Context: an optimization exercise on an open-source flow, tuned for small area and a short achievable clock period. The choices shown serve that exercise and are no tape-out recipe.
Function was checked by simulation only, so behaviour that the tests miss may differ from the original.
Power figures rest on the tool's default switching activity, not on a simulated workload.

--- design/flow/design.v ---
module STREAM_REG(ready_out, valid_out, data_out, ready_in, valid_in, data_in, clk, rst_n);
	input clk, rst_n;
	input ready_in, valid_in;
	input [DATA_WIDTH-1:0] data_in;
	output ready_out, valid_out;
	output reg [DATA_WIDTH-1:0] data_out;
	parameter DATA_WIDTH = 26;
	reg data_valid, ready_in_d;
	always@(posedge clk) begin
		if (~rst_n) begin
			data_out <= 1'b0;
			data_valid <= 0;
			ready_in_d <= 0;
			end
		else begin
			ready_in_d <= ready_in;
			if (valid_in & (~data_valid | ready_in_d)) begin
				data_out <= data_in;
				data_valid <= 1;
				end
			else if (ready_in_d) begin
				data_valid <= 0;
				end
			end
	end
	assign ready_out = (~data_valid & ~valid_in) | ready_in;
	assign valid_out = ready_in_d & data_valid;
endmodule
module MSG_FIFO (
	clock,
	sclr,
	wpos,
	right,
	bottom,
	left_pink,
	top_pink,
	rdreq,
	empty,
	q,
	usedw);
	input         clock;
	input         sclr;
	input  [3:0]  wpos;
	input  [9:0]  right;
	input  [10:0] bottom;
	input  [9:0]  left_pink;
	input  [10:0] top_pink;
	input         rdreq;
	output        empty;
	output [31:0] q;
	output [5:0]  usedw;
	reg [9:0]  rmem [0:10];
	reg [10:0] bmem [0:10];
	reg [9:0]  lmem [0:2];
	reg [10:0] tmem [0:2];
	reg [3:0] rw, bw;
	reg [1:0] lw, tw;
	reg [10:0] rr, br;	 
	reg [2:0] lr, tr;
	reg [3:0] hpos;
	reg [5:0] count;
	function [1:0] kind;
		input [3:0] p;
		case (p)
			4'd2, 4'd5, 4'd8, 4'd11, 4'd14: kind = 2'd1;
			4'd3, 4'd6, 4'd9, 4'd12, 4'd15: kind = 2'd2;
			default:                        kind = 2'd0;
		endcase
	endfunction
	function [2:0] msg_id;
		input [3:0] p;
		case (p)
			4'd1:    msg_id = 3'd1;
			4'd4:    msg_id = 3'd2;
			4'd7:    msg_id = 3'd3;
			4'd10:   msg_id = 3'd4;
			default: msg_id = 3'd5;
		endcase
	endfunction
	function [3:0] inc11;
		input [3:0] p;
		inc11 = (p == 4'd10) ? 4'd0 : {p[3] ^ (&p[2:0]), p[2] ^ (&p[1:0]), p[1] ^ p[0], ~p[0]};
	endfunction
	function [1:0] inc3;
		input [1:0] p;
		inc3 = {p[0], ~p[1] & ~p[0]};
	endfunction
	function [5:0] updown6;
		input [5:0] a;
		input dn;
		integer i;
		reg c;
		begin
			c = 1'b1;
			for (i = 0; i < 6; i = i + 1) begin
				updown6[i] = a[i] ^ c;
				c = (a[i] ^ dn) & c;
			end
		end
	endfunction
	wire [1:0] wkind = kind(wpos);
	wire [1:0] hkind = kind(hpos);
	wire wpink = (wpos == 4'd14) | (wpos == 4'd15);
	wire hpink = (hpos == 4'd14) | (hpos == 4'd15);
	wire full = (count == 6'd32);
	assign empty = (count == 6'd0);
	wire do_rd = rdreq & ~empty;
	wire do_wr = (wpos != 4'd0) & ~full;
	wire wr_r = do_wr & (wkind == 2'd1);
	wire wr_b = do_wr & (wkind == 2'd2);
	wire rd_r = do_rd & (hkind == 2'd1);
	wire rd_b = do_rd & (hkind == 2'd2);
	reg [9:0]  lo_x, hi_x;
	reg [10:0] lo_y, hi_y;
	integer i;
	always @(*) begin
		lo_x = 10'h0;
		lo_y = 11'h0;
		for (i = 0; i < 11; i = i + 1) begin
			lo_x = lo_x | (rmem[i] & {10{rr[i]}});
			lo_y = lo_y | (bmem[i] & {11{br[i]}});
		end
		hi_x = 10'h0;
		hi_y = 11'h0;
		for (i = 0; i < 3; i = i + 1) begin
			hi_x = hi_x | (lmem[i] & {10{lr[i] & hpink}});
			hi_y = hi_y | (tmem[i] & {11{tr[i] & hpink}});
		end
	end
	assign q = empty ? 32'h0 :
	           (hkind == 2'd1) ? {6'b0, hi_x, 6'b0, lo_x} :
	           (hkind == 2'd2) ? {5'b0, hi_y, 5'b0, lo_y} :
	           {16'hFFFF, 13'b0, msg_id(hpos)};
	assign usedw = count;
	always @(posedge clock) begin
		if (wr_r) rmem[rw] <= right;
		if (wr_b) bmem[bw] <= bottom;
		if (wr_r & wpink) lmem[lw] <= left_pink;
		if (wr_b & wpink) tmem[tw] <= top_pink;
	end
	always @(posedge clock) begin
		if (sclr) begin
			rw <= 4'd0;
			rr <= 11'd1;
			bw <= 4'd0;
			br <= 11'd1;
			lw <= 2'd0;
			lr <= 3'd1;
			tw <= 2'd0;
			tr <= 3'd1;
			count <= 6'h0;
		end
		else begin
			if (wr_r) rw <= inc11(rw);
			if (wr_b) bw <= inc11(bw);
			if (rd_r) rr <= {rr[9:0], rr[10]};
			if (rd_b) br <= {br[9:0], br[10]};
			if (wr_r & wpink) lw <= inc3(lw);
			if (wr_b & wpink) tw <= inc3(tw);
			if (rd_r & hpink) lr <= {lr[1:0], lr[2]};
			if (rd_b & hpink) tr <= {tr[1:0], tr[2]};
			if (do_wr != do_rd) count <= updown6(count, do_rd);
		end
	end
	always @(posedge clock) begin
		if (empty) hpos <= wpos;
		else if (do_rd) hpos <= (hpos == 4'd15) ? 4'd1 : {hpos[3] ^ (&hpos[2:0]), hpos[2] ^ (&hpos[1:0]), hpos[1] ^ hpos[0], ~hpos[0]};
	end
endmodule
module PIXEL_PROC(
    input       [7:0]   red,
    input       [7:0]   green,
    input       [7:0]   blue,
    output reg  [2:0]   pixel_classification     
);
function ge8;     
    input [7:0] a, b;
    integer i;
    reg c;
    begin
        c = 1'b1;
        for (i = 0; i < 8; i = i + 1)
            c = (a[i] & ~b[i]) | ((a[i] | ~b[i]) & c);
        ge8 = c;
    end
endfunction
function [7:0] sub8;     
    input [7:0] a, b;
    integer i;
    reg c;
    begin
        c = 1'b1;
        for (i = 0; i < 8; i = i + 1) begin
            sub8[i] = a[i] ^ ~b[i] ^ c;
            c = (a[i] & ~b[i]) | ((a[i] | ~b[i]) & c);
        end
    end
endfunction
function ge16;     
    input [15:0] a, b;
    integer i;
    reg c;
    begin
        c = 1'b1;
        for (i = 0; i < 16; i = i + 1)
            c = (a[i] & ~b[i]) | ((a[i] | ~b[i]) & c);
        ge16 = c;
    end
endfunction
function [15:0] add16;
    input [15:0] a, b;
    integer i;
    reg c;
    begin
        c = 1'b0;
        for (i = 0; i < 16; i = i + 1) begin
            add16[i] = a[i] ^ b[i] ^ c;
            c = (a[i] & b[i]) | ((a[i] | b[i]) & c);
        end
    end
endfunction
function [15:0] sub16;
    input [15:0] a, b;
    integer i;
    reg c;
    begin
        c = 1'b1;
        for (i = 0; i < 16; i = i + 1) begin
            sub16[i] = a[i] ^ ~b[i] ^ c;
            c = (a[i] & ~b[i]) | ((a[i] | ~b[i]) & c);
        end
    end
endfunction
wire r_g = ~ge8(green, red);
wire r_b = ~ge8(blue, red);
wire g_b = ~ge8(blue, green);
reg [7:0] mx, mn, md;
always @(*) begin
    case ({r_g, r_b, g_b})
    3'b000:  begin mx = blue;  mn = red;   md = green; end
    3'b001:  begin mx = green; mn = red;   md = blue;  end
    3'b011:  begin mx = green; mn = blue;  md = red;   end
    3'b100:  begin mx = blue;  mn = green; md = red;   end
    3'b110:  begin mx = red;   mn = green; md = blue;  end
    default: begin mx = red;   mn = blue;  md = green; end    
    endcase
end
wire [7:0] t = sub8(md, mn);     
wire [7:0] m = sub8(mx, mn);     
wire [15:0] T = {8'b0, t};
wire [15:0] M = {8'b0, m};
wire [15:0] t20 = add16(T << 4, T << 2);
wire [15:0] m9  = add16(M << 3, M);
wire [15:0] t10 = add16(T << 3, T << 1);
wire [15:0] m7  = sub16(M << 3, M);
wire [15:0] t15 = sub16(T << 4, T);
wire [15:0] m13 = sub16(sub16(M << 4, M << 1), M);
wire [15:0] m3  = add16(M << 1, M);
wire [15:0] t6  = add16(T << 2, T << 1);
wire [15:0] m5  = add16(M << 2, M);
wire [15:0] t60 = sub16(T << 6, T << 2);
wire [15:0] m53 = sub16(sub16(sub16(M << 6, M << 3), M << 1), M);
wire [15:0] m31 = sub16(M << 5, M);
reg [7:0] t60s;
always @(*) begin
    case (t[2:0])
        3'd0:    t60s = 8'd0;
        3'd1:    t60s = 8'd60;
        3'd2:    t60s = 8'd120;
        3'd3:    t60s = 8'd180;
        default: t60s = 8'd240;
    endcase
end
wire q_eq0  = (t[7:2] == 6'd0 || t == 8'd4) && ~ge8(t60s, m);    
wire q_le26 = ~ge16(t20, m9);     
wire q_ge42 = ge16(t10, m7);      
wire q_le51 = ~ge16(t15, m13);    
wire q_ge18 = ge16(t10, m3);      
wire q_le49 = ~ge16(t6, m5);      
wire q_le52 = ~ge16(t60, m53);    
wire q_ge1  = ~q_eq0;
wire q_le30 = ~ge16(t60, m31);    
wire [15:0] X = {8'b0, mx};
wire [15:0] x69 = add16(add16(X << 6, X << 2), X);
wire [15:0] x29 = sub16(sub16(X << 5, X << 1), X);
wire [15:0] x55 = sub16(sub16(X << 6, X << 3), X);
wire [15:0] x9  = add16(X << 3, X);
wire [15:0] x31 = sub16(X << 5, X);
wire s_gt68 = ge16({m, 8'b0}, x69);
wire s_gt57 = ge16({1'b0, m, 7'b0}, x29);     
wire s_gt54 = ge16({m, 8'b0}, x55);
wire s_gt35 = ge16({2'b0, m, 6'b0}, x9);      
wire s_gt30 = ge16({m, 8'b0}, x31);
wire sec111 = r_g & r_b & g_b;
wire sec110 = r_g & r_b & ~g_b;
wire sec100 = r_g & ~r_b & ~g_b;
wire sec011 = ~r_g & r_b & g_b;
wire sec001 = ~r_g & ~r_b & g_b;
wire sec000 = ~r_g & ~r_b & ~g_b;
wire is_red    = ((sec111 & q_le26) | (sec110 & q_eq0)) & s_gt68 & (mx > 8'd24);
wire is_yellow = sec011 & q_ge42 & q_le51 & s_gt57 & (mx > 8'd65);
wire is_green  = sec001 & q_ge18 & q_le49 & s_gt54 & (mx > 8'd23);
wire is_blue   = ((sec000 & q_le52) | (sec100 & q_eq0)) & s_gt35 & (mx > 8'd1);
wire is_pink   = sec111 & q_ge1 & q_le30 & s_gt30 & (mx > 8'd58);
always @(*) begin
    if (is_red)         pixel_classification = 3'h1;
    else if (is_yellow) pixel_classification = 3'h2;
    else if (is_green)  pixel_classification = 3'h3;
    else if (is_blue)   pixel_classification = 3'h4;
    else if (is_pink)   pixel_classification = 3'h5;
    else                pixel_classification = 3'h0;
end
endmodule
module AVER_FILTER(
	input                         clk,
	input                         rst,
	input                         valid,
	input                         packet_video,
	input        [7:0]            r_in,
	input        [7:0]            g_in,
	input        [7:0]            b_in,
	input                         x_lt2,
	output reg   [7:0]            r_out,
	output reg   [7:0]            g_out,
	output reg   [7:0]            b_out
);
reg [23:0] prev_pixel [1:0];
function [9:0] add3;
	input [7:0] a, b, c;
	reg [7:0] sm, cy;
	reg [9:0] u, v;
	reg k;
	integer i;
	begin
		sm = a ^ b ^ c;
		cy = (a & b) | (a & c) | (b & c);
		u = {2'b0, sm};
		v = {1'b0, cy, 1'b0};
		k = 1'b0;
		for (i = 0; i < 10; i = i + 1) begin
			add3[i] = u[i] ^ v[i] ^ k;
			k = (u[i] & v[i]) | ((u[i] | v[i]) & k);
		end
	end
endfunction
function [7:0] avg3;
	input [7:0] a, b, c;
	reg [9:0] s;
	reg [1:0] r;
	reg [2:0] v;
	integer i;
	begin
		s = add3(a, b, c);
		r = 2'd0;
		avg3 = 8'd0;
		for (i = 9; i >= 0; i = i - 1) begin
			v = {r, s[i]};
			if (i < 8) avg3[i] = (v >= 3'd3);
			r = (v >= 3'd3) ? v - 3'd3 : v[1:0];
		end
	end
endfunction
always @(posedge clk) begin
	if (packet_video & valid) begin
		prev_pixel[1] <= prev_pixel[0];
		prev_pixel[0] <= {r_in,g_in,b_in};
	end
end
always @(posedge clk) begin
	if (~rst) begin
		{r_out,g_out,b_out} <= 24'h0;
	end
	else if (~packet_video) begin
		r_out <= r_in;
		g_out <= g_in;
		b_out <= b_in;
	end
	else if (valid) begin
		if (x_lt2) begin
			{r_out,g_out,b_out} <= 24'b0;
		end
		else begin
			r_out <= avg3(r_in, prev_pixel[0][23:16], prev_pixel[1][23:16]);
			g_out <= avg3(g_in, prev_pixel[0][15:8], prev_pixel[1][15:8]);
			b_out <= avg3(b_in, prev_pixel[0][7:0], prev_pixel[1][7:0]);
		end
	end
end
endmodule
module EEE_IMGPROC(
	clk,
	reset_n,
	s_chipselect,
	s_read,
	s_write,
	s_readdata,
	s_writedata,
	s_address,
	sink_data,
	sink_valid,
	sink_ready,
	sink_sop,
	sink_eop,
	source_data,
	source_valid,
	source_ready,
	source_sop,
	source_eop,
	mode
);
input	clk;
input	reset_n;
input							s_chipselect;
input							s_read;
input							s_write;
output	reg	[31:0]				s_readdata;
input	[31:0]					s_writedata;
input	[2:0]					s_address;
input	[23:0]            		sink_data;
input							sink_valid;
output							sink_ready;
input							sink_sop;
input							sink_eop;
output	[23:0]			  	   	source_data;
output							source_valid;
input							source_ready;
output							source_sop;
output							source_eop;
input                         	mode;
function lt10;     
	input [9:0] a, b;
	integer i;
	reg c;
	begin
		c = 1'b0;
		for (i = 0; i < 10; i = i + 1)
			c = (~a[i] & b[i]) | ((~a[i] | b[i]) & c);
		lt10 = c;
	end
endfunction
function lt11;     
	input [10:0] a, b;
	integer i;
	reg c;
	begin
		c = 1'b0;
		for (i = 0; i < 11; i = i + 1)
			c = (~a[i] & b[i]) | ((~a[i] | b[i]) & c);
		lt11 = c;
	end
endfunction
function [10:0] inc11;
	input [10:0] a;
	integer i;
	reg c;
	begin
		c = 1'b1;
		for (i = 0; i < 11; i = i + 1) begin
			inc11[i] = a[i] ^ c;
			c = a[i] & c;
		end
	end
endfunction
function [7:0] dec8;
	input [7:0] a;
	integer i;
	reg b;
	begin
		b = 1'b1;
		for (i = 0; i < 8; i = i + 1) begin
			dec8[i] = a[i] ^ b;
			b = ~a[i] & b;
		end
	end
endfunction
parameter IMAGE_W = 10'd640;
parameter IMAGE_H = 11'd480;
parameter MESSAGE_BUF_MAX = 32;
parameter MSG_INTERVAL = 20;
parameter BB_COL_DEFAULT = 24'h00ff00;
wire [7:0]   red, green, blue;		 
wire         sop, eop, in_valid, out_ready;
reg [9:0]  x;
reg [10:0] y;
reg packet_video;
always@(posedge clk) begin
	if (~reset_n) begin
		x <= 10'h0;
		y <= 11'h0;
		packet_video <= 1'b0;
	end
	else if (sop) begin
		x <= 10'h0;
		y <= 11'h0;
		packet_video <= (blue[3:0] == 4'h0);
	end
	else if (in_valid) begin
		if (x == IMAGE_W-1) begin
			x <= 10'h0;
			y <= inc11(y);
		end
		else begin
			x <= inc11({1'b0, x});
		end
	end
end
wire [7:0] f_r, f_g, f_b;
AVER_FILTER af(
	.clk(clk),
	.rst(reset_n),
	.valid(in_valid),
	.packet_video(packet_video),
	.r_in(red),
	.g_in(green),
	.b_in(blue),
	.x_lt2(x[9:1] == 9'h0),
	.r_out(f_r),
	.g_out(f_g),
	.b_out(f_b)
);
wire [2:0] class_f;
reg  [2:0] class_d1, class_d2, pixel_classification;
PIXEL_PROC pixel_proc(
	.red(f_b),
	.green(f_g),
	.blue(f_r),
	.pixel_classification(class_f)
);
always @(posedge clk) begin
	if (~reset_n) begin
		class_d1 <= 3'h0;
		class_d2 <= 3'h0;
		pixel_classification <= 3'h0;
	end
	else begin
		class_d1 <= class_f;
		class_d2 <= class_d1;
		pixel_classification <= class_d2;
	end
end
wire c_red    = (pixel_classification == 3'h1);
wire c_yellow = (pixel_classification == 3'h2);
wire c_green  = (pixel_classification == 3'h3);
wire c_blue   = (pixel_classification == 3'h4);
wire c_pink   = (pixel_classification == 3'h5);
reg [9:0]  x_max_red, x_max_yellow, x_max_green, x_max_blue, x_max_pink, x_min_pink;
reg [10:0] y_max_red, y_max_yellow, y_max_green, y_max_blue, y_max_pink, y_min_pink;
wire box_clear = ~reset_n | (sop & in_valid);
always@(posedge clk) begin
	if (box_clear) begin
		{x_max_red,x_max_yellow,x_max_green,x_max_blue,x_max_pink} <= 0;
		{y_max_red,y_max_yellow,y_max_green,y_max_blue,y_max_pink} <= 0;
		x_min_pink <= IMAGE_W-10'h1;
		y_min_pink <= IMAGE_H-11'h1;
	end
	else begin
		if (c_red) begin
			if (lt10(x_max_red, x)) x_max_red <= x;
			y_max_red <= y;
		end
		if (c_yellow) begin
			if (lt10(x_max_yellow, x)) x_max_yellow <= x;
			y_max_yellow <= y;
		end
		if (c_green) begin
			if (lt10(x_max_green, x)) x_max_green <= x;
			y_max_green <= y;
		end
		if (c_blue) begin
			if (lt10(x_max_blue, x)) x_max_blue <= x;
			y_max_blue <= y;
		end
		if (c_pink) begin
			if (lt10(x, x_min_pink)) x_min_pink <= x;
			if (lt10(x_max_pink, x)) x_max_pink <= x;
			if (lt11(y, y_min_pink)) y_min_pink <= y;
			y_max_pink <= y;
		end
	end
end
reg [9:0]  right_red, right_yellow, right_green, right_blue, right_pink, left_pink;
reg [10:0] bottom_red, bottom_yellow, bottom_green, bottom_blue, bottom_pink, top_pink;
reg [3:0] msg_state;
reg [7:0] frame_count;
wire [5:0] msg_buf_size;
wire frame_end = eop & in_valid & packet_video;
always@(posedge clk) begin
	if (~reset_n) begin
		{right_red,right_yellow,right_green,right_blue,right_pink,left_pink} <= 60'h0;
		{bottom_red,bottom_yellow,bottom_green,bottom_blue,bottom_pink,top_pink} <= 66'h0;
	end
	else if (frame_end) begin
		right_red <= x_max_red;       bottom_red <= y_max_red;
		right_yellow <= x_max_yellow; bottom_yellow <= y_max_yellow;
		right_green <= x_max_green;   bottom_green <= y_max_green;
		right_blue <= x_max_blue;     bottom_blue <= y_max_blue;
		right_pink <= x_max_pink;     bottom_pink <= y_max_pink;
		left_pink <= x_min_pink;      top_pink <= y_min_pink;
	end
end
always@(posedge clk) begin
	if (~reset_n) begin
		frame_count <= 8'h0;
		msg_state <= 4'h0;
	end
	else begin
		if (frame_end) begin
			frame_count <= dec8(frame_count);
			if (frame_count == 8'h0 && ~msg_buf_size[5] && (~msg_buf_size[4] || msg_buf_size[3:1] == 3'b000)) begin
				msg_state <= 4'h1;
				frame_count <= MSG_INTERVAL-1;
			end
		end
		if (msg_state != 4'h0) msg_state <= {msg_state[3] ^ (&msg_state[2:0]), msg_state[2] ^ (&msg_state[1:0]), msg_state[1] ^ msg_state[0], ~msg_state[0]};
	end
end
reg [9:0]  msg_right;
reg [10:0] msg_bottom;
always @(*) begin
	case (msg_state)
		4'd1, 4'd2, 4'd3:    begin msg_right = right_red;    msg_bottom = bottom_red;    end
		4'd4, 4'd5, 4'd6:    begin msg_right = right_yellow; msg_bottom = bottom_yellow; end
		4'd7, 4'd8, 4'd9:    begin msg_right = right_green;  msg_bottom = bottom_green;  end
		4'd10, 4'd11, 4'd12: begin msg_right = right_blue;   msg_bottom = bottom_blue;   end
		default:             begin msg_right = right_pink;   msg_bottom = bottom_pink;   end
	endcase
end
wire [31:0] msg_buf_out;
wire msg_buf_rd, msg_buf_flush, msg_buf_empty;
MSG_FIFO MSG_FIFO_inst (
	.clock (clk),
	.sclr (~reset_n | msg_buf_flush),
	.wpos (msg_state),
	.right (msg_right),
	.bottom (msg_bottom),
	.left_pink (left_pink),
	.top_pink (top_pink),
	.rdreq (msg_buf_rd),
	.empty (msg_buf_empty),
	.q (msg_buf_out),
	.usedw (msg_buf_size)
);
wire x0 = (x == 10'h0);
wire y0 = (y == 11'h0);
wire on_yellow = x0 | y0 | (x == right_yellow) | (y == bottom_yellow);
wire on_green  = x0 | y0 | (x == right_green)  | (y == bottom_green);
wire on_blue   = x0 | y0 | (x == right_blue)   | (y == bottom_blue);
wire on_pink   = (x == left_pink) | (x == right_pink) | (y == top_pink) | (y == bottom_pink);
wire on_red    = x0 | y0 | (x == right_red)    | (y == bottom_red);
reg [2:0] ov;	 
always @(*) begin
	if (on_yellow)     ov = 3'b110;
	else if (on_green) ov = 3'b010;
	else if (on_blue)  ov = 3'b001;
	else if (on_pink)  ov = 3'b101;
	else if (on_red)   ov = 3'b100;
	else case (pixel_classification)
		3'h1:    ov = 3'b100;
		3'h2:    ov = 3'b110;
		3'h3:    ov = 3'b010;
		3'h4:    ov = 3'b001;
		3'h5:    ov = 3'b101;
		default: ov = 3'b000;
	endcase
end
wire overlay_on = mode & ~sop & packet_video;
wire [7:0] red_out   = overlay_on ? {8{ov[2]}} : red;
wire [7:0] green_out = overlay_on ? {8{ov[1]}} : green;
wire [7:0] blue_out  = overlay_on ? {8{ov[0]}} : blue;
STREAM_REG #(.DATA_WIDTH(26)) in_reg (
	.clk(clk),
	.rst_n(reset_n),
	.ready_out(sink_ready),
	.valid_out(in_valid),
	.data_out({red,green,blue,sop,eop}),
	.ready_in(out_ready),
	.valid_in(sink_valid),
	.data_in({sink_data,sink_sop,sink_eop})
);
STREAM_REG #(.DATA_WIDTH(26)) out_reg (
	.clk(clk),
	.rst_n(reset_n),
	.ready_out(out_ready),
	.valid_out(source_valid),
	.data_out({source_data,source_sop,source_eop}),
	.ready_in(source_ready),
	.valid_in(in_valid),
	.data_in({red_out, green_out, blue_out, sop, eop})
);
reg [7:0]  reg_status;
reg [23:0] bb_col;
always @ (posedge clk) begin
	if (~reset_n) begin
		reg_status <= 8'b0;
		bb_col <= BB_COL_DEFAULT;
	end
	else if (s_chipselect & s_write) begin
		if (s_address == 3'd0) reg_status <= s_writedata[7:0];
		if (s_address == 3'd3) bb_col <= s_writedata[23:0];
	end
end
assign msg_buf_flush = s_chipselect & s_write & (s_address == 3'd0) & s_writedata[4];
reg read_d;
reg [26:0] rd_low;
reg rd_msg_id, rd_chip_id;
always @ (posedge clk) begin
	if (~reset_n) begin
		rd_low <= 27'b0;
		rd_msg_id <= 1'b0;
		rd_chip_id <= 1'b0;
	end
	else if (s_chipselect & s_read & ~s_address[2]) begin
		rd_msg_id <= (s_address[1:0] == 2'd1) & msg_buf_out[31];
		rd_chip_id <= (s_address[1:0] == 2'd2);
		case (s_address[1:0])
			2'd0: rd_low <= {11'b0, 2'b0, msg_buf_size, reg_status};
			2'd1: rd_low <= msg_buf_out[26:0];
			2'd2: rd_low <= 27'h234EEE2;
			2'd3: rd_low <= {3'h0, bb_col};
		endcase
	end
end
always @(*) s_readdata = {{3{rd_msg_id}}, rd_msg_id | rd_chip_id, rd_msg_id, rd_low};
always @ (posedge clk) read_d <= s_read;
assign msg_buf_rd = s_chipselect & s_read & ~read_d & ~msg_buf_empty & (s_address == 3'd1);
endmodule
--- design/flow/flow/run.sh ---
#!/bin/bash
# Standard layout, with the port buffers made of buf_2 instead of the flow's
# default choice (a slow delay buffer), and clock tree synthesis without
# dummy loads. Each tool's full log is under orfs/logs/; make's own output
# goes to make.log.
set -euo pipefail
bash standard.sh "BUFFER_PORTS_ARGS=-buffer_cell sky130_fd_sc_hd__buf_2" \
  "CTS_ARGS=-sink_clustering_enable -repair_clock_nets -sink_clustering_size 22 -sink_clustering_max_diameter 80 -dont_use_dummy_load" \
  finish > make.log 2>&1
--- design/flow/standard.sh ---
#!/bin/bash
# synth_recipe.tcl (not shown) runs the flow's synth.tcl, then flattens the netlist and writes it again
# the make line also repeats each setting of config.mk as NAME=value (left out here)
make -C /OpenROAD-flow-scripts/flow DESIGN_CONFIG=/design/flow/config.mk WORK_HOME=/design/flow/orfs CLKGATE_MAP_FILE= SYNTH_SCRIPT=/design/flow/synth_recipe.tcl "${@:-finish}"
--- design/flow/config.mk ---
export PLATFORM = sky130hd
export DESIGN_NAME = EEE_IMGPROC
export DESIGN_NICKNAME = EEE_IMGPROC
export VERILOG_FILES = /design/flow/design.v
export SDC_FILE = /design/flow/constraint.sdc
export NUM_CORES = 4
export LEC_CHECK = 0
export ABC_AREA = 1
export CAP_MARGIN = 20
export CORE_AREA = 2 2 331.27 331.27
export CTS_CLUSTER_DIAMETER = 80
export CTS_CLUSTER_SIZE = 22
export DIE_AREA = 0 0 333.27 333.27
export SLEW_MARGIN = 20
--- design/flow/constraint.sdc ---
create_clock -name core_clock -period 30.0 [get_ports {clk}]
set_input_delay 6.0000 -clock core_clock [delete_from_list [all_inputs] [get_ports {clk}]]
set_output_delay 6.0000 -clock core_clock [all_outputs]
set_load 0.01 [all_outputs]
==> results of run 1 <==
==> stage by stage <==
stage | hold WS (ns) | worst slack [ns] | area (um2) | utilization | cells
2_1_floorplan | 0.3905 | 17.73 | 42600 | - | 4830
3_3_place_gp | 0.3926 | 17.54 | 44510 | 0.4146 | 6166
3_5_place_dp | 0.3981 | 17.52 | 44510 | 0.4146 | 6166
4_1_cts | 0.4115 | 17.52 | 45660 | 0.4254 | 6212
5_1_grt | 0.4189 | 17.50 | 45680 | 0.4255 | 6212
6_report | 0.4082 | 17.53 | 45680 | 0.4255 | 6213
==> cells in the final DEF, fill, tap and decap left out, types with 15 or more instances in the layout <==
master and count:
o21ai_0 478, buf_2 119, clkbuf_16 46, xnor2_1 27, nor4_1 19, ha_1 170, a31oi_1 43, or2_2 17
buf_4 51, a211oi_1 20, fa_1 113, o211ai_1 22, nand3_1 133, a221oi_1 85, a21oi_1 361, nand4_1 50
dfxtp_1 487, nor2_1 444, a22o_1 33, xor2_1 92, edfxtp_1 346, nand2_1 823, nor2_2 19, inv_1 477
nor3_1 38, o221ai_1 26, o22ai_1 93, nand2_2 17, inv_2 15
==> power breakdown <==
group / total [mW] / internal (mW) / switching, mW
registers: 1.23 / 1.20 / 0.0261
clock network: 0.631 / 0.273 / 0.358
logic: 3.95 / 1.52 / 2.43
==> flip-flops by register name, indices dropped and copies added, names as in the netlist, 24 cells and up <==
signal	cells
MSG_FIFO_inst.bmem	121
MSG_FIFO_inst.lmem	30
MSG_FIFO_inst.rmem	110
MSG_FIFO_inst.tmem	33
af.prev_pixel	48
bb_col	24
in_reg.data_out	26
out_reg.data_out	26
rd_low	27
==> kinds of logic after synthesis <==
group | count (synthesis) | share of synthesized area
simple gates | 1605 | 0.1594
compound gates | 1235 | 0.1706
flops | 833 | 0.4727
buf+inv | 745 | 0.06722
fa+ha+maj | 289 | 0.1044
xor+xnor | 120 | 0.02485
mux | 3 | 0.0007929
==> worst min path at each step <==
stage	startpoint	endpoint	slack (ns)
2_1_floorplan	class_d1[0]	class_d2[0]	0.39
3_3_place_gp	class_d2[2]	pixel_classification[2]	0.39
3_5_place_dp	class_d1[1]	class_d2[1]	0.40
4_1_cts	class_d2[1]	pixel_classification[1]	0.41
5_1_grt	class_d2[1]	pixel_classification[1]	0.42
6_report	class_d2[1]	pixel_classification[1]	0.41
==> layout make-up <==
cell class                      count  area, um2
Fill cell                       10557      61670
Sequential cell                   833      20140
Multi-Input combinational cell   3252      19740
Inverter                          507       1904
Tap cell                         1403       1755
Clock buffer                       46       1151
Timing Repair Buffer              171      989.7
Antenna cell                        1      2.502
==> worst min-delay path, cell delays in order, from the launching register on <==
cell,delay [ns]
dfxtp_1,0.31
nand2_1,0.04
inv_1,0.04
==> layer usage <==
metal / wire length [um] / share of wire / vias to the layer above
li1: - / - / 16452
met1: 52850 / 0.46 / 16090
met2: 53800 / 0.47 / 843
met3: 6296 / 0.054 / 129
met4: 2666 / 0.023 / 0
met5: 0 / 0 / -
==> results.sh, run 1 <==
export IMPL_routedWlPerCell_um=18.61
export IMPL_grt_use_total=0.2040
export IMPL_die_w_um=333.3
export IMPL_crit_cells=4
export IMPL_nNetsFinal=5163
export IMPL_slew_limit_headroom=0.2535
export IMPL_p_leak_nw=18.38
export IMPL_cp_endpoint="sink_ready"
export IMPL_hold_viol=0
export IMPL_pwr_density_cell_nw_per_um2=127.1
export IMPL_grt_use_met2=0.3372
export IMPL_area_delta_synth_final_pct=7.219
export IMPL_fmax_mhz=80.19
export IMPL_tritoncts="built"
export IMPL_synthTopCellsByArea="edfxtp_1 24%, dfxtp_1 23%, nand2_1 7.3%"
export IMPL_total_power_mw=5.805
export IMPL_worst_skew_pair_late_latency_ns=0.65
export IMPL_hold_depth=2
export IMPL_cts_buffers=46
export IMPL_synthArstFlopShare=0
export IMPL_synth_top_flop_cell="dfxtp_1"
export IMPL_clk_pin_slew_ns=0.09
export IMPL_ys_warnings_count=6
export IMPL_busiest_layer="met2"
export IMPL_crit_top_cell="buf_2"
export IMPL_ys_seq_elements=833
export IMPL_post_cts_buffers=0
export IMPL_use_met3=0.02721
export IMPL_gr_usage_met1=0.2810
export IMPL_ir_drop_v=0.0001830
export IMPL_cts_sinks=833
export IMPL_drv_slew=0
export IMPL_post_route_period_util=0.4157
export IMPL_crit_start="source_ready"
export IMPL_reg2reg_slack_ns=20.20
export IMPL_rsz0062_at_grt="false"
export IMPL_gp_congestion=0.8736
export IMPL_r2r_start="af.g_out[0]"
export IMPL_hp_class="reg2reg"
export IMPL_slowest_delay_ns=0.15
export IMPL_netlist_top_cells_count="824 x nand2_1, 487 x dfxtp_1, 478 x o21ai_0"
export IMPL_hold_buffers=0
export IMPL_setup_viol=0
export IMPL_netlist_area_um2=42600
export IMPL_synth_area_per_cell_um2=8.821
export IMPL_vias_per_cell=5.394
export IMPL_syn_instance_count=4830
export IMPL_seq_area_frac_synth=0.4727
export IMPL_cp_slowest_cell="buf_2"
export IMPL_grt_pass1_vias=31374
export IMPL_grt_pass1_wl_um=180700
export IMPL_antenna_found_initial=0
export IMPL_grt_max_degree=97
export IMPL_critical_path_required_ns=24.00
export IMPL_synthDistinctLibCells=71
export IMPL_clock_path_buffers=3
export IMPL_crit_path_cell_trace="buf_2, nor2_1, o21ai_0, buf_2"
export IMPL_hpwl_um=79860
export IMPL_drv_cap=0
export IMPL_htreeDepth=2
export IMPL_grt_ovfl_total=0
export IMPL_drtIter0Drc=2727
export IMPL_initial_core_util=0.3969
export IMPL_die_area_um2=111100
export IMPL_synth_nets=5182
export IMPL_post_synth_top_count_cell="nand2_1"
export IMPL_crit_path_start_kind="primary input"
export IMPL_clockRootBuffer="clkbuf_16"
export IMPL_wl_um=115600
export IMPL_coreArea_um2=107400
export IMPL_first_pass_iters=6
export IMPL_r2r_end="class_d1[2]"
export IMPL_port_buffers=120
export IMPL_path_delay_family="buffers and inverters"
export IMPL_cts_resized=0
export IMPL_synth_edf_count=346
export IMPL_drive_above_1_share=0.07028
export IMPL_vias=33514
export IMPL_yosysTopAreaCell="edfxtp_1"
export IMPL_r2r_cells=42
export IMPL_cp_end_kind="primary output"
export IMPL_worstPathBufferInverterCount=2
export IMPL_drc=0
export IMPL_synthDominantCellAreaShare=0.2439
export IMPL_crit_type="in2out"
export IMPL_io_pins=129
export IMPL_skew_ns=0.1135
export IMPL_ant_nets=0
export IMPL_cp_max_fo=2
export IMPL_worstPathArrival_ns=6.47
export IMPL_period_needed_ns=12.47
export IMPL_fin_setup_tns_ns=0
export IMPL_row_count=120
export IMPL_tightest_slew_ns=1.112
export IMPL_die_h_um=333.3
export IMPL_status="finished clean"
==> inputs of run 2 (changes only) <==
==> design/flow/flow/run.sh (replaced) <==
#!/bin/bash
# Standard synthesis; then OpenROAD's restructure for area on its netlist
# (flow/restructure.tcl, registers untouched; its ABC gets the platform's
# liberty less the don't-use cells, written by flow/filter_lib.py); then the
# standard layout, with
# the port buffers made of buf_2 instead of the flow's default (a slow delay
# buffer) and clock tree synthesis without dummy loads. Each tool's full log:
# orfs/logs/ (ORFS steps), make_synth.log and make.log (make's output),
# filter_lib.log, restructure.log and rmp_abc.log (the area recovery).
set -euo pipefail
bash standard.sh synth > make_synth.log 2>&1
mkdir -p rmp
python3 flow/filter_lib.py "$FLOW_HOME/platforms/sky130hd/lib/sky130_fd_sc_hd__tt_025C_1v80.lib" rmp/lib_no_dont_use.lib > filter_lib.log 2>&1
openroad -no_init -exit flow/restructure.tcl > restructure.log 2>&1
touch orfs/results/sky130hd/EEE_IMGPROC/base/1_synth.sdc
bash standard.sh "BUFFER_PORTS_ARGS=-buffer_cell sky130_fd_sc_hd__buf_2" \
  "CTS_ARGS=-sink_clustering_enable -repair_clock_nets -sink_clustering_size 26 -sink_clustering_max_diameter 90 -dont_use_dummy_load" \
  finish > make.log 2>&1
==> design/flow/flow/filter_lib.py (new file) <==
# Writes the platform's liberty without the cells the platform marks
# don't-use (lpflow_*, probe*), for restructure's ABC run.
import re, sys
src, dst = sys.argv[1], sys.argv[2]
text = open(src).read()
out = []
pos = 0
drop = re.compile(r'sky130_fd_sc_hd__(lpflow_\w+|probe\w*)$')
for m in re.finditer(r'\n\s*cell\s*\(\s*"?([\w]+)"?\s*\)\s*\{', text):
    if m.start() < pos:
        continue
    if not drop.match(m.group(1)):
        continue
    # find the matching closing brace of this cell group
    i = m.end()
    depth = 1
    while depth:
        c = text[i]
        if c == '{':
            depth += 1
        elif c == '}':
            depth -= 1
        i += 1
    out.append(text[pos:m.start()])
    pos = i
out.append(text[pos:])
open(dst, 'w').write(''.join(out))
==> design/flow/flow/restructure.tcl (new file) <==
# Area recovery on the standard synthesis's netlist: OpenROAD's restructure
# re-synthesizes the combinational logic between the registers with ABC for
# area. Registers (names and cells) are left as they are.
set P $::env(FLOW_HOME)/platforms/sky130hd
set R orfs/results/sky130hd/EEE_IMGPROC/base
read_lef $P/lef/sky130_fd_sc_hd.tlef
read_lef $P/lef/sky130_fd_sc_hd_merged.lef
read_liberty $P/lib/sky130_fd_sc_hd__tt_025C_1v80.lib
read_db $R/1_synth.odb
read_sdc $R/1_synth.sdc
report_design_area
puts "registers before: [llength [all_registers]]"
restructure -target area -liberty_file rmp/lib_no_dont_use.lib \
  -tielo_port sky130_fd_sc_hd__conb_1/LO -tiehi_port sky130_fd_sc_hd__conb_1/HI \
  -work_dir rmp -abc_logfile rmp_abc.log
report_design_area
puts "registers after: [llength [all_registers]]"
write_db $R/1_synth.odb
==> design/flow/config.mk (replaced) <==
export PLATFORM = sky130hd
export DESIGN_NAME = EEE_IMGPROC
export DESIGN_NICKNAME = EEE_IMGPROC
export VERILOG_FILES = /design/flow/design.v
export SDC_FILE = /design/flow/constraint.sdc
export NUM_CORES = 4
export LEC_CHECK = 0
export ABC_AREA = 1
export CAP_MARGIN = 0
export CORE_AREA = 2 2 331.27 331.27
export CTS_CLUSTER_DIAMETER = 90
export CTS_CLUSTER_SIZE = 26
export DIE_AREA = 0 0 333.27 333.27
export SLEW_MARGIN = 0
==> results.sh, run 2 <==
export IMPL_cp_slowest_cell="buf_2"
export IMPL_multi_input_area_um2=16900
export IMPL_vias_per_cell=5.954
export IMPL_clk_pin_slew_ns=0.10
export IMPL_grt_pass1_vias=31083
export IMPL_fmax_mhz=80.07
export IMPL_seq_area_um2=20140
export IMPL_cts_resized=0
export IMPL_r2r_end="class_d1[2]"
export IMPL_nNetsFinal=4366
export IMPL_hpwl_um=79740
export IMPL_r2r_cells=42
export IMPL_drv_slew=0
export IMPL_clock_path_buffers=3
export IMPL_cp_end_kind="primary output"
export IMPL_crit_type="in2out"
export IMPL_critical_path_required_ns=24.00
export IMPL_ir_drop_v=0.00005956
export IMPL_switching_share=0.4095
export IMPL_wl_um=117600
export IMPL_clkPwrFrac=0.167
export IMPL_utilization=0.3974
export IMPL_tightest_slew_ns=1.320
export IMPL_crit_path_cell_trace="buf_2, a21oi_1, o21ai_0, buf_2"
export IMPL_tritoncts="built"
export IMPL_setup_ws_ns=17.51
export IMPL_hold_depth=2
export IMPL_fin_area_um2=42660
export IMPL_path_delay_family="buffers and inverters"
export IMPL_num_fill_cells=10640
export IMPL_layout_commonest_cell="dfxtp_1"
export IMPL_crit_cells=4
export IMPL_p_leak_nw=14.48
export IMPL_netlist_area_um2=38580
export IMPL_worst_skew_pair_late_latency_ns=0.62
export IMPL_crit_top_cell="buf_2"
export IMPL_setup_viol=0
export IMPL_largest_register="MSG_FIFO_inst.bmem"
export IMPL_grt_pass1_wl_um=182600
export IMPL_worstHoldEndpoint="bb_col[19]"
export IMPL_syn_instance_count=4054
export IMPL_vias=33951
export IMPL_htreeDepth=2
export IMPL_synth_nets=4123
export IMPL_drtIter0Drc=3756
export IMPL_die_area_um2=111100
export IMPL_die_w_um=333.3
export IMPL_hold_ws_ns=0.4404
export IMPL_cts_buffers=38
export IMPL_drive_above_1_share=0.06310
export IMPL_row_count=120
export IMPL_grt_max_degree=113
export IMPL_power_frac_seq=0.348
export IMPL_hp_start="bb_col[19]"
export IMPL_slowest_delay_ns=0.15
export IMPL_hp_class="reg2reg"
export IMPL_status="finished clean"
export IMPL_total_power_mw=3.460
export IMPL_dp_slack_ns=17.51
export IMPL_grt_ovfl_total=0
export IMPL_first_pass_iters=9
export IMPL_port_buffers=120
export IMPL_ant_nets=0
export IMPL_pwr_density_cell_nw_per_um2=81.10
export IMPL_io_pins=129
export IMPL_rsz0062_at_grt="false"
export IMPL_slew_limit_headroom=0.1170
export IMPL_instances_no_fill=5702
export IMPL_initial_core_util=0.3593
export IMPL_synth_area_per_cell_um2=9.516
export IMPL_final_cell_mix="487 x dfxtp_1, 478 x o21ai_0, 471 x nor2_1"
export IMPL_area_delta_synth_final_pct=10.60
export IMPL_worstPathArrival_ns=6.49
export IMPL_drv_cap=0
export IMPL_comb_power_share=0.485
export IMPL_cp_max_fo=2
export IMPL_place_inst=5660
export IMPL_largest_reg_flops=121
export IMPL_p_switching_mw=1.417
export IMPL_reg_top3="MSG_FIFO_inst.bmem x121, MSG_FIFO_inst.rmem x110, af.prev_pixel x48"
export IMPL_r2r_start="af.b_out[1]"
export IMPL_worstPathBufferInverterCount=2
export IMPL_hold_viol=0
export IMPL_post_cts_buffers=0
export IMPL_grt_use_total=0.2048
export IMPL_hold_buffers=0
export IMPL_antenna_found_initial=3
export IMPL_reg2reg_slack_ns=20.09
export IMPL_gp_congestion=0.8571
export IMPL_placed_area_um2=41700
export IMPL_ys_warnings_count=6
export IMPL_fin_setup_tns_ns=0
export IMPL_cts_sinks=833
export IMPL_coreArea_um2=107400
export IMPL_crit_path_start_kind="primary input"
export IMPL_drc=0
export IMPL_die_h_um=333.3
export IMPL_post_route_period_util=0.4163
export IMPL_clockRootBuffer="clkbuf_16"
export IMPL_routedWlPerCell_um=20.62
export IMPL_period_needed_ns=12.49
export IMPL_internal_power_mw=2.043
export IMPL_skew_ns=0.08240
run 2: power by group through the flow:
stage	clock [mW]	sequential, mW	combinational [mW]
floorplan	0	1.22	1.28
global placement	0	1.23	1.64
detailed placement	0	1.23	1.66
CTS	0.592	1.20	1.66
global route	0.629	1.21	1.90
finish	0.577	1.20	1.68
run 2: worst max-delay path by stage:
stage	startpoint	to	slack, ns
after floorplan	source_ready	sink_ready	17.71
after global placement	source_ready	sink_ready	17.49
after detailed placement	source_ready	sink_ready	17.51
after CTS	source_ready	sink_ready	17.51
after global routing	source_ready	sink_ready	17.44
final	source_ready	sink_ready	17.51
run 2: final cells by class:
type,instances,share of cell area
Timing Repair Buffer,207,0.02953
Clock buffer,38,0.02229
Antenna cell,4,0.0002346
Tap cell,1403,0.04114
Multi-Input combinational cell,2778,0.3961
Sequential cell,833,0.4720
Inverter,439,0.03862
run 2: worst min-delay path, cell delays in order (launching register included):
cell and delay, ns:
dfxtp_1 0.31, clkinv_1 0.04, a21oi_1 0.05
run 2: metal layers:
metal  GRT usage  part of all wire  vias up
met3     0.02058             0.058      144
met5           0                 0        -
li1            -                 -    16382
met2      0.3422              0.47     1124
met1      0.2839              0.45    16301
met4     0.05112             0.023        0
==> inputs of run 3 (changes only) <==
--- a/design/flow/config.mk
+++ b/design/flow/config.mk
@@ -11,4 +11,5 @@
 export CTS_CLUSTER_DIAMETER = 90
 export CTS_CLUSTER_SIZE = 26
 export DIE_AREA = 0 0 333.27 333.27
+export GPL_TIMING_DRIVEN = 0
 export SLEW_MARGIN = 0
==> results.sh, run 3 <==
export IMPL_status="finished clean"
export IMPL_hold_buffers=0
export IMPL_die_h_um=333.3
export IMPL_ys_warnings_count=6
export IMPL_pwr_density_cell_nw_per_um2=81.09
export IMPL_clk_pin_slew_ns=0.09
export IMPL_vias=33913
export IMPL_drv_slew=0
export IMPL_synth_nets=4123
export IMPL_drc=0
export IMPL_tritoncts="built"
export IMPL_row_count=120
export IMPL_drive_above_1_share=0.05681
export IMPL_crit_type="in2out"
export IMPL_coreArea_um2=107400
export IMPL_multi_input_area_um2=16960
export IMPL_layout_commonest_cell="dfxtp_1"
export IMPL_cts_buffers=38
export IMPL_vias_per_cell=5.985
export IMPL_reg_top3="MSG_FIFO_inst.bmem x121, MSG_FIFO_inst.rmem x110, af.prev_pixel x48"
export IMPL_ant_nets=0
export IMPL_largest_reg_flops=121
export IMPL_fin_setup_tns_ns=0
export IMPL_drv_cap=0
export IMPL_htreeDepth=2
export IMPL_grt_pass1_vias=31085
export IMPL_io_pins=129
export IMPL_cts_sinks=833
export IMPL_nNetsFinal=4331
export IMPL_synth_area_per_cell_um2=9.516
export IMPL_slew_limit_headroom=0.06200
export IMPL_seq_area_um2=20140
export IMPL_hold_viol=0
export IMPL_fmax_mhz=79.37
export IMPL_setup_viol=0
export IMPL_gp_congestion=0.8793
export IMPL_port_buffers=120
export IMPL_reg2reg_slack_ns=18.84
export IMPL_grt_use_total=0.2022
export IMPL_num_fill_cells=10572
export IMPL_routedWlPerCell_um=20.67
export IMPL_hpwl_um=80520
export IMPL_wl_um=117100
export IMPL_r2r_end="class_d1[2]"
export IMPL_clock_path_buffers=3
export IMPL_post_cts_buffers=0
export IMPL_r2r_cells=42
export IMPL_first_pass_iters=9
export IMPL_worst_skew_pair_late_latency_ns=0.60
export IMPL_p_leak_nw=14.37
export IMPL_tightest_slew_ns=1.407
export IMPL_die_area_um2=111100
export IMPL_worstHoldEndpoint="bb_col[22]"
export IMPL_worstPathArrival_ns=6.60
export IMPL_cp_max_fo=2
export IMPL_utilization=0.3976
export IMPL_post_route_period_util=0.4200
export IMPL_grt_ovfl_total=0
export IMPL_skew_ns=0.06370
export IMPL_drtIter0Drc=3591
export IMPL_grt_pass1_wl_um=181100
export IMPL_grt_max_degree=134
export IMPL_die_w_um=333.3
export IMPL_r2r_start="af.g_out[1]"
export IMPL_syn_instance_count=4054
export IMPL_hp_start="bb_col[22]"
export IMPL_crit_path_start_kind="primary input"
export IMPL_netlist_area_um2=38580
export IMPL_rsz0062_at_grt="false"
export IMPL_area_delta_synth_final_pct=10.64
export IMPL_hold_depth=2
export IMPL_period_needed_ns=12.60
export IMPL_hp_class="reg2reg"
export IMPL_antenna_found_initial=3
export IMPL_largest_register="MSG_FIFO_inst.bmem"
export IMPL_cts_resized=0
export IMPL_hold_ws_ns=0.4427
export IMPL_clockRootBuffer="clkbuf_16"
export IMPL_initial_core_util=0.3593
export IMPL_critical_path_required_ns=24.00
export IMPL_cp_end_kind="primary output"
export IMPL_ir_drop_v=0.00006633
export IMPL_final_cell_mix="487 x dfxtp_1, 477 x o21ai_0, 469 x nor2_1"
## run 3: area by class of cell
cell class / instances / share of cell area
Sequential cell: 833 / 0.4719
Multi-Input combinational cell: 2778 / 0.3973
Tap cell: 1403 / 0.04113
Inverter: 439 / 0.03879
Timing Repair Buffer: 168 / 0.02811
Clock buffer: 38 / 0.02228
Buffer: 4 / 0.0003518
Antenna cell: 3 / 0.0001759
## run 3: critical path: stages
cell     delay [ns]
buf_2          0.11
a21oi_1        0.16
o21ai_0        0.16
buf_2          0.17
## run 3: how the worst max path moves through the flow
stage,startpoint,endpoint,slack [ns],cells past startpoint
3_5_place_dp,source_ready,sink_ready,17.44,4
2_1_floorplan,source_ready,sink_ready,17.71,2
5_1_grt,source_ready,sink_ready,17.37,4
3_3_place_gp,reset_n,y_max_pink[10],14.68,5
4_1_cts,source_ready,sink_ready,17.43,4
6_report,source_ready,sink_ready,17.40,4
## run 3: stage by stage
step / worst slack (ns) / power [mW] / instances / cell area [um2]
floorplan: 17.71 / 2.502 / 4054 / 38580
global route: 17.37 / 3.727 / 5664 / 42670
CTS: 17.43 / 3.457 / 5662 / 42650
detailed placement: 17.44 / 2.886 / 5624 / 41700
finish: 17.40 / 3.461 / 5666 / 42680
global placement: 14.68 / 2.835 / 5577 / 40930
## run 3: power breakdown
| group | leakage (nW) | switching, mW | internal [mW] |
|---|---|---|---|
| logic | 6.58 | 1.06 | 0.623 |
| clock network | 0.468 | 0.348 | 0.229 |
| registers | 7.32 | 0.0153 | 1.19 |
## run 3: per-layer routing
layer | share of wire | track usage | wire, um | vias up
met2 | 0.47 | 0.3351 | 54820 | 1181
li1 | - | - | - | 16267
met5 | 0.00011 | 0 | 13 | -
met1 | 0.45 | 0.2833 | 52580 | 16319
met3 | 0.061 | 0.02099 | 7181 | 144
met4 | 0.021 | 0.04775 | 2498 | 2
==> inputs of run 4 (changes only) <==
--- a/design/flow/config.mk
+++ b/design/flow/config.mk
@@ -6,10 +6,9 @@
 export NUM_CORES = 4
 export LEC_CHECK = 0
 export ABC_AREA = 1
-export CAP_MARGIN = 0
+export CAP_MARGIN = 20
 export CORE_AREA = 2 2 331.27 331.27
 export CTS_CLUSTER_DIAMETER = 90
 export CTS_CLUSTER_SIZE = 26
 export DIE_AREA = 0 0 333.27 333.27
-export GPL_TIMING_DRIVEN = 0
-export SLEW_MARGIN = 0
+export SLEW_MARGIN = 20
==> results.sh, run 4 <==
export IMPL_die_h_um=333.3
export IMPL_grt_use_total=0.2043
export IMPL_crit_type="in2out"
export IMPL_skew_ns=0.07425
export IMPL_grt_ovfl_total=0
export IMPL_pwr_density_cell_nw_per_um2=80.92
export IMPL_status="finished clean"
export IMPL_grt_pass1_wl_um=182300
export IMPL_coreArea_um2=107400
export IMPL_drtIter0Drc=3572
export IMPL_fin_setup_tns_ns=0
export IMPL_largest_register="MSG_FIFO_inst.bmem"
export IMPL_tightest_slew_ns=1.118
export IMPL_wl_um=117600
export IMPL_die_area_um2=111100
export IMPL_hold_buffers=0
export IMPL_antenna_found_initial=1
export IMPL_hold_ws_ns=0.4390
export IMPL_critical_path_required_ns=24.00
export IMPL_hold_viol=0
export IMPL_gp_congestion=0.8571
export IMPL_nNetsFinal=4371
export IMPL_crit_path_start_kind="primary input"
export IMPL_cts_resized=0
export IMPL_die_w_um=333.3
export IMPL_slew_limit_headroom=0.2547
export IMPL_busiest_layer="met2"
export IMPL_cts_buffers=38
export IMPL_use_met3=0.01965
export IMPL_cp_max_fo=2
export IMPL_worst_skew_pair_late_latency_ns=0.61
export IMPL_syn_instance_count=4054
export IMPL_drc=0
export IMPL_first_pass_iters=8
export IMPL_vias=34008
export IMPL_synth_area_per_cell_um2=9.516
export IMPL_drv_cap=0
export IMPL_ir_drop_v=0.00006326
export IMPL_area_delta_synth_final_pct=10.88
export IMPL_cp_end_kind="primary output"
export IMPL_vias_per_cell=5.963
export IMPL_grt_use_met2=0.3454
export IMPL_drv_slew=0
export IMPL_crit_path_cell_trace="buf_2, a21oi_1, o21ai_0, buf_2"
export IMPL_worstPathArrival_ns=6.49
export IMPL_netlist_area_um2=38580
export IMPL_largest_reg_flops=121
export IMPL_clockRootBuffer="clkbuf_16"
export IMPL_port_buffers=120
export IMPL_post_route_period_util=0.4163
export IMPL_grt_max_degree=113
export IMPL_setup_viol=0
export IMPL_final_cell_mix="487 x dfxtp_1, 478 x o21ai_0, 467 x nor2_1"
export IMPL_path_delay_family="buffers and inverters"
export IMPL_synth_nets=4123
export IMPL_gr_usage_met1=0.2837
export IMPL_reg_top3="MSG_FIFO_inst.bmem x121, MSG_FIFO_inst.rmem x110, af.prev_pixel x48"
export IMPL_post_cts_buffers=0
export IMPL_slowest_delay_ns=0.15
export IMPL_period_needed_ns=12.49
export IMPL_row_count=120
export IMPL_grt_pass1_vias=31175
export IMPL_htreeDepth=2
export IMPL_layout_commonest_cell="dfxtp_1"
export IMPL_ys_warnings_count=6
export IMPL_tritoncts="built"
export IMPL_io_pins=129
export IMPL_hp_class="reg2reg"
export IMPL_crit_top_cell="buf_2"
export IMPL_worstPathBufferInverterCount=2
export IMPL_drive_above_1_share=0.06651
export IMPL_cp_slowest_cell="buf_2"
export IMPL_ant_nets=0
export IMPL_clock_path_buffers=3
export IMPL_hpwl_um=79740
export IMPL_rsz0062_at_grt="false"
export IMPL_routedWlPerCell_um=20.62
export IMPL_cts_sinks=833
export IMPL_p_leak_nw=14.52
export IMPL_initial_core_util=0.3593
export IMPL_antenna_cells=0
export IMPL_fmax_mhz=80.06
export IMPL_clk_pin_slew_ns=0.09
-- run 4: changes by cell type in the layout (fill, tap and decap cells not counted), sizes merged --
cell | previous run | this run
buf | 172 | 212
inv | 0 | 3
clkinv | 439 | 436
diode | 3 | 0
-- run 4: final timing paths --
check / from / depth (start not counted) / slack, ns / to
setup / recovery: source_ready / 4 / 17.51 / sink_ready
hold / removal: bb_col[19] / 2 / 0.44 / bb_col[19]
setup reg to reg: af.b_out[1] / 42 / 20.01 / class_d1[2]
hold reg to reg: bb_col[19] / 2 / 0.44 / bb_col[19]
-- run 4: cell type report --
| cell class | count | area, um2 |
|---|---|---|
| fillers | 10657 | 64580 |
| repair buffers | 212 | 1330 |
| flip-flops and latches | 833 | 20140 |
| inverters | 439 | 1648 |
| well taps | 1403 | 1755 |
| multi-input cells | 2778 | 16950 |
| clock buffers | 38 | 950.9 |
-- run 4: stage by stage --
stage | std cells | power (mW) | setup slack [ns] | utilization | instance area (um2)
4_1_cts | 5699 | 3.461 | 17.51 | 0.3975 | 42670
6_report | 5703 | 3.461 | 17.51 | 0.3984 | 42770
3_3_place_gp | 5660 | 2.869 | 17.49 | 0.3885 | 41700
3_5_place_dp | 5661 | 2.887 | 17.51 | 0.3886 | 41720
2_1_floorplan | 4054 | 2.502 | 17.71 | - | 38580
5_1_grt | 5703 | 3.741 | 17.44 | 0.3984 | 42770
-- run 4: power by group --
part           internal, mW  switching, mW  leakage [nW]
Clock                 0.229          0.349         0.468
Sequential             1.19         0.0154          7.32
Combinational         0.627           1.05          6.73
-- run 4: tightest hold or removal path: cells and delay by family (launching register included) --
family	cells	cell delay (ns)
flip-flops	1	0.31
AO/OA/AOI/OAI	1	0.05
buffers and inverters	1	0.04
-- run 4: per-layer routing --
layer / share of wire / wire length (um) / up-vias
met5: 0 / 0 / -
met4: 0.018 / 2092 / 0
met3: 0.055 / 6494 / 140
met2: 0.47 / 55590 / 1091
met1: 0.45 / 53420 / 16398
li1: - / - / 16379
==> inputs of run 5 (changes only) <==
==> design/flow/flow/run.sh (replaced) <==
#!/bin/bash
# Standard synthesis; then OpenROAD's restructure for area on its netlist
# (flow/restructure.tcl, registers untouched; its ABC gets the platform's
# liberty less the don't-use cells, written by flow/filter_lib.py); then the
# standard layout, with
# the port buffers made of buf_2 instead of the flow's default (a slow delay
# buffer), clock tree synthesis without dummy loads, and timing repair asked
# for 17.8 ns of setup slack (it then speeds up the path from source_ready
# and sink_valid to sink_ready, the only one that short of it). Each tool's full log:
# orfs/logs/ (ORFS steps), make_synth.log and make.log (make's output),
# filter_lib.log, restructure.log and rmp_abc.log (the area recovery).
set -euo pipefail
bash standard.sh synth > make_synth.log 2>&1
mkdir -p rmp
python3 flow/filter_lib.py "$FLOW_HOME/platforms/sky130hd/lib/sky130_fd_sc_hd__tt_025C_1v80.lib" rmp/lib_no_dont_use.lib > filter_lib.log 2>&1
openroad -no_init -exit flow/restructure.tcl > restructure.log 2>&1
touch orfs/results/sky130hd/EEE_IMGPROC/base/1_synth.sdc
bash standard.sh "BUFFER_PORTS_ARGS=-buffer_cell sky130_fd_sc_hd__buf_2" "SETUP_SLACK_MARGIN=17.8" \
  "CTS_ARGS=-sink_clustering_enable -repair_clock_nets -sink_clustering_size 26 -sink_clustering_max_diameter 90 -dont_use_dummy_load" \
  finish > make.log 2>&1
==> results.sh, run 5 <==
export IMPL_status="finished clean"
export IMPL_crit_type="in2out"
export IMPL_fmax_mhz=80.59
export IMPL_p_leak_nw=14.54
export IMPL_r2r_cells=44
export IMPL_tightest_slew_ns=1.129
export IMPL_hold_viol=0
export IMPL_wl_met3_um=6922
export IMPL_antenna_found_initial=2
export IMPL_met1_length_um=52660
export IMPL_worstPathArrival_ns=6.41
export IMPL_die_area_um2=111100
export IMPL_drv_slew=0
export IMPL_routedWlPerCell_um=20.61
export IMPL_drc=0
export IMPL_skew_ns=0.07168
export IMPL_ir_drop_v=0.00006147
export IMPL_grt_pass1_vias=31269
export IMPL_ys_warnings_count=6
export IMPL_synth_area_per_cell_um2=9.516
export IMPL_synth_nets=4123
export IMPL_layout_commonest_cell="dfxtp_1"
export IMPL_hold_depth=2
export IMPL_cp_end_kind="primary output"
export IMPL_fin_area_um2=42850
export IMPL_met2_wirelength_um=55550
export IMPL_first_pass_iters=8
export IMPL_crit_path_start_kind="primary input"
export IMPL_place_inst=5666
export IMPL_post_route_period_util=0.4136
export IMPL_cts_sinks=833
export IMPL_clock_path_buffers=3
export IMPL_nNetsFinal=4375
export IMPL_netlist_area_um2=38580
export IMPL_vias_per_cell=5.955
export IMPL_hold_ws_ns=0.4399
export IMPL_largest_register="MSG_FIFO_inst.bmem"
export IMPL_cp_max_fo=2
export IMPL_coreArea_um2=107400
export IMPL_setup_viol=0
export IMPL_drv_cap=0
export IMPL_largest_reg_flops=121
export IMPL_fin_setup_tns_ns=0
export IMPL_reg2reg_slack_ns=20.24
export IMPL_pwr_density_cell_nw_per_um2=80.95
export IMPL_dp_slack_ns=17.57
export IMPL_worst_skew_pair_late_latency_ns=0.62
export IMPL_r2r_start="af.g_out[2]"
export IMPL_cts_buffers=38
export IMPL_r2r_end="class_d1[2]"
export IMPL_grt_pass1_wl_um=181800
export IMPL_gp_congestion=0.8613
export IMPL_syn_instance_count=4054
export IMPL_die_h_um=333.3
export IMPL_num_fill_cells=10635
export IMPL_clk_pin_slew_ns=0.10
export IMPL_critical_path_required_ns=24.00
export IMPL_row_count=120
export IMPL_initial_core_util=0.3593
export IMPL_hpwl_um=79490
export IMPL_slew_limit_headroom=0.2470
export IMPL_area_delta_synth_final_pct=11.08
export IMPL_tritoncts="built"
export IMPL_placed_area_um2=41780
export IMPL_ant_nets=0
export IMPL_grt_max_degree=113
export IMPL_reg_top3="MSG_FIFO_inst.bmem x121, MSG_FIFO_inst.rmem x110, af.prev_pixel x48"
export IMPL_htreeDepth=2
export IMPL_hp_class="reg2reg"
export IMPL_rsz0062_at_grt="true"
export IMPL_port_buffers=120
export IMPL_drtIter0Drc=3472
export IMPL_utilization=0.3992
export IMPL_vias=33999
export IMPL_worstHoldEndpoint="bb_col[16]"
export IMPL_die_w_um=333.3
export IMPL_final_cell_mix="487 x dfxtp_1, 477 x o21ai_0, 469 x nor2_1"
export IMPL_drive_above_1_share=0.06877
export IMPL_io_pins=129
export IMPL_hp_start="bb_col[16]"
export IMPL_period_needed_ns=12.41
export IMPL_wl_um=117600
export IMPL_clockRootBuffer="clkbuf_16"
export IMPL_grt_ovfl_total=0
export IMPL_setup_ws_ns=17.59
export IMPL_top_layer="met4"
export IMPL_total_power_mw=3.469
export IMPL_grt_use_total=0.2038
export IMPL_instances_no_fill=5709
[run 5: where the power goes]
group / internal, mW / total, mW / switching (mW)
sequential: 1.19 / 1.20 / 0.0151
combinational: 0.628 / 1.69 / 1.06
clock: 0.229 / 0.578 / 0.349
total: 2.04 / 3.47 / 1.42
[run 5: final cells by class]
class / instances / area (um2) / area share
inverters: 439 / 1648 / 0.03845
diodes: 2 / 5.005 / 0.0001168
well taps: 1403 / 1755 / 0.04097
flip-flops and latches: 833 / 20140 / 0.4700
repair buffers: 216 / 1354 / 0.03159
multi-input cells: 2778 / 17000 / 0.3967
clock buffers: 38 / 950.9 / 0.02219
[run 5: worst max-delay path, stage by stage]
cell     delay [ns]
buf_6          0.10
a21oi_4        0.11
o21ai_2        0.06
buf_2          0.13
[run 5: timing repair]
action,CTS,global route
setup buffers,1,0
endpoints found under the setup margin,1,1
hold buffers,0,0
resized for setup,1,0
pin swaps,0,0
[run 5: worst max-delay path by stage]
stage / slack, ns / startpoint / cells after the start / end
after floorplan: 17.81 / source_ready / 2 / sink_ready
after detailed placement: 17.57 / source_ready / 4 / sink_ready
final: 17.59 / source_ready / 4 / sink_ready
after global placement: 17.57 / source_ready / 4 / sink_ready
after CTS: 17.60 / source_ready / 4 / sink_ready
after global routing: 17.58 / source_ready / 4 / sink_ready
[run 5: layer usage]
| layer | GRT usage | up-vias |
|---|---|---|
| li1 | - | 16354 |
| met1 | 0.2831 | 16473 |
| met2 | 0.3392 | 1029 |
| met3 | 0.02273 | 143 |
| met4 | 0.04823 | 0 |
| met5 | 0 | - |
==> inputs of run 6 (changes only) <==
--- a/design/flow/design.v
+++ b/design/flow/design.v
@@ -546,6 +546,17 @@
 reg [9:0]  x_max_red, x_max_yellow, x_max_green, x_max_blue, x_max_pink, x_min_pink;
 reg [10:0] y_max_red, y_max_yellow, y_max_green, y_max_blue, y_max_pink, y_min_pink;
 wire box_clear = ~reset_n | (sop & in_valid);
+reg [9:0] x_max_cur;
+always @(*) begin
+	case (pixel_classification)
+		3'h1:    x_max_cur = x_max_red;
+		3'h2:    x_max_cur = x_max_yellow;
+		3'h3:    x_max_cur = x_max_green;
+		3'h4:    x_max_cur = x_max_blue;
+		default: x_max_cur = x_max_pink;
+	endcase
+end
+wire x_gt_max = lt10(x_max_cur, x);
 always@(posedge clk) begin
 	if (box_clear) begin
 		{x_max_red,x_max_yellow,x_max_green,x_max_blue,x_max_pink} <= 0;
@@ -555,24 +566,24 @@
 	end
 	else begin
 		if (c_red) begin
-			if (lt10(x_max_red, x)) x_max_red <= x;
+			if (x_gt_max) x_max_red <= x;
 			y_max_red <= y;
 		end
 		if (c_yellow) begin
-			if (lt10(x_max_yellow, x)) x_max_yellow <= x;
+			if (x_gt_max) x_max_yellow <= x;
 			y_max_yellow <= y;
 		end
 		if (c_green) begin
-			if (lt10(x_max_green, x)) x_max_green <= x;
+			if (x_gt_max) x_max_green <= x;
 			y_max_green <= y;
 		end
 		if (c_blue) begin
-			if (lt10(x_max_blue, x)) x_max_blue <= x;
+			if (x_gt_max) x_max_blue <= x;
 			y_max_blue <= y;
 		end
 		if (c_pink) begin
 			if (lt10(x, x_min_pink)) x_min_pink <= x;
-			if (lt10(x_max_pink, x)) x_max_pink <= x;
+			if (x_gt_max) x_max_pink <= x;
 			if (lt11(y, y_min_pink)) y_min_pink <= y;
 			y_max_pink <= y;
 		end
==> results.sh, run 6 <==
export IMPL_io_pins=129
export IMPL_status="finished clean"
export IMPL_nNetsFinal=4382
export IMPL_initial_core_util=0.3583
export IMPL_drv_cap=0
export IMPL_cts_buffers=38
export IMPL_ant_nets=0
export IMPL_coreArea_um2=107400
export IMPL_post_route_period_util=0.4146
export IMPL_port_buffers=120
export IMPL_grt_ovfl_total=0
export IMPL_period_needed_ns=12.44
export IMPL_reg2reg_slack_ns=19.49
export IMPL_final_cell_mix="495 x o21ai_0, 487 x dfxtp_1, 459 x nor2_1"
export IMPL_first_pass_iters=9
export IMPL_utilization=0.3973
export IMPL_routedWlPerCell_um=20.87
export IMPL_crit_cells=4
export IMPL_clk_pin_slew_ns=0.11
export IMPL_gp_congestion=0.8712
export IMPL_grt_max_degree=102
export IMPL_wl_um=119300
export IMPL_slowest_delay_ns=0.14
export IMPL_hold_viol=0
export IMPL_worstPathArrival_ns=6.44
export IMPL_num_fill_cells=10610
export IMPL_ys_warnings_count=6
export IMPL_reg_top3="MSG_FIFO_inst.bmem x121, MSG_FIFO_inst.rmem x110, af.prev_pixel x48"
export IMPL_cp_end_kind="primary output"
export IMPL_fin_setup_tns_ns=0
export IMPL_netlist_area_um2=38470
export IMPL_crit_start="source_ready"
export IMPL_skew_ns=0.03990
export IMPL_drc=0
export IMPL_seq_area_um2=20140
export IMPL_hpwl_um=80500
export IMPL_vias=34207
export IMPL_drtIter0Drc=3743
export IMPL_cp_slowest_cell="buf_2"
export IMPL_r2r_cells=46
export IMPL_cp_endpoint="sink_ready"
export IMPL_htreeDepth=2
export IMPL_ir_drop_v=0.00005521
export IMPL_hp_class="reg2reg"
export IMPL_total_power_mw=3.371
export IMPL_dp_slack_ns=17.55
export IMPL_pwr_density_cell_nw_per_um2=79.05
export IMPL_multi_input_area_um2=16830
export IMPL_crit_path_start_kind="primary input"
export IMPL_setup_viol=0
export IMPL_hold_buffers=0
export IMPL_row_count=120
export IMPL_die_w_um=333.3
export IMPL_worst_skew_pair_late_latency_ns=0.61
export IMPL_synth_nets=4135
export IMPL_grt_use_total=0.2051
export IMPL_hold_ws_ns=0.4284
export IMPL_largest_register="MSG_FIFO_inst.bmem"
export IMPL_area_delta_synth_final_pct=10.87
export IMPL_tightest_slew_ns=1.184
export IMPL_vias_per_cell=5.985
export IMPL_tritoncts="built"
export IMPL_grt_pass1_vias=31206
export IMPL_slew_limit_headroom=0.2105
export IMPL_drv_slew=0
export IMPL_r2r_start="af.g_out[1]"
export IMPL_layout_commonest_cell="o21ai_0"
export IMPL_critical_path_required_ns=24.00
export IMPL_path_delay_family="buffers and inverters"
export IMPL_crit_path_cell_trace="buf_6, a21oi_4, o21ai_2, buf_2"
export IMPL_r2r_end="class_d1[2]"
==> run 6: changes by cell type in the layout (fill, tap and decap cells not counted), moves of 9 or more <==
cell	delta
a21oi_1	+37
a22o_1	+10
a22oi_1	-10
nand2_1	-22
nand3_1	+9
nor2_1	-10
nor3_1	+10
o21ai_0	+18
o221a_1	-24
o221ai_1	+16
o22a_1	-11
==> run 6: worst min-delay path by stage <==
stage | from | to | depth (start not counted)
after global placement | bb_col[16] | bb_col[16] | 2
after floorplan | class_d1[0] | class_d2[0] | 1
after detailed placement | bb_col[19] | bb_col[19] | 2
after CTS | class_d2[0] | pixel_classification[0] | 1
final | class_d2[0] | pixel_classification[0] | 1
after global routing | class_d2[0] | pixel_classification[0] | 1
==> run 6: area by class of cell <==
| cell class | instances | area share |
|---|---|---|
| Clock buffer | 38 | 0.02230 |
| Antenna cell | 1 | 0.00005867 |
| Tap cell | 1403 | 0.04116 |
| Timing Repair Buffer | 211 | 0.03063 |
| Inverter | 444 | 0.03908 |
| Multi-Input combinational cell | 2785 | 0.3946 |
| Sequential cell | 833 | 0.4722 |
==> run 6: repair_timing <==
action	CTS	global route
hold endpoints to repair	0	0
setup buffers	1	1
endpoints found under the setup margin	1	1
gates resized for setup	2	0
==> run 6: worst reg2reg max path: cells and delay by family, from the launching register on <==
family / cells / cell delay, ns
buf+inv: 7 / 2.07
flops: 1 / 0.52
simple gates: 15 / 2.70
mux: 1 / 0.35
compound gates: 23 / 4.78
==> run 6: where the power goes <==
| part | total [mW] | switching (mW) | internal [mW] | leakage (nW) |
|---|---|---|---|---|
| sequential | 1.20 | 0.0137 | 1.18 | 7.33 |
| combinational | 1.60 | 1.03 | 0.569 | 6.65 |
| clock | 0.577 | 0.348 | 0.229 | 0.468 |
==> run 6: stage by stage <==
stage	area (um2)	std cells
final	42650	5715
after global routing	42650	5714
after CTS	42570	5708
after detailed placement	41600	5669
after global placement	41590	5669
after floorplan	38480	4066
==> run 6: metal layers <==
metal,global-route usage,vias to the layer above,part of all wire
li1,-,16379,-
met1,0.2841,16438,0.45
met2,0.3427,1210,0.47
met3,0.01954,180,0.062
met4,0.05343,0,0.025
met5,0,-,0

Setup slack of run 6, layout unchanged: 17.563 ns with ideal ports, 17.531 ns with driving cells assumed (clock clkbuf_16, inputs buf_2), 17.531 ns with port delays also shifted by the 0.651 ns mid clock arrival.
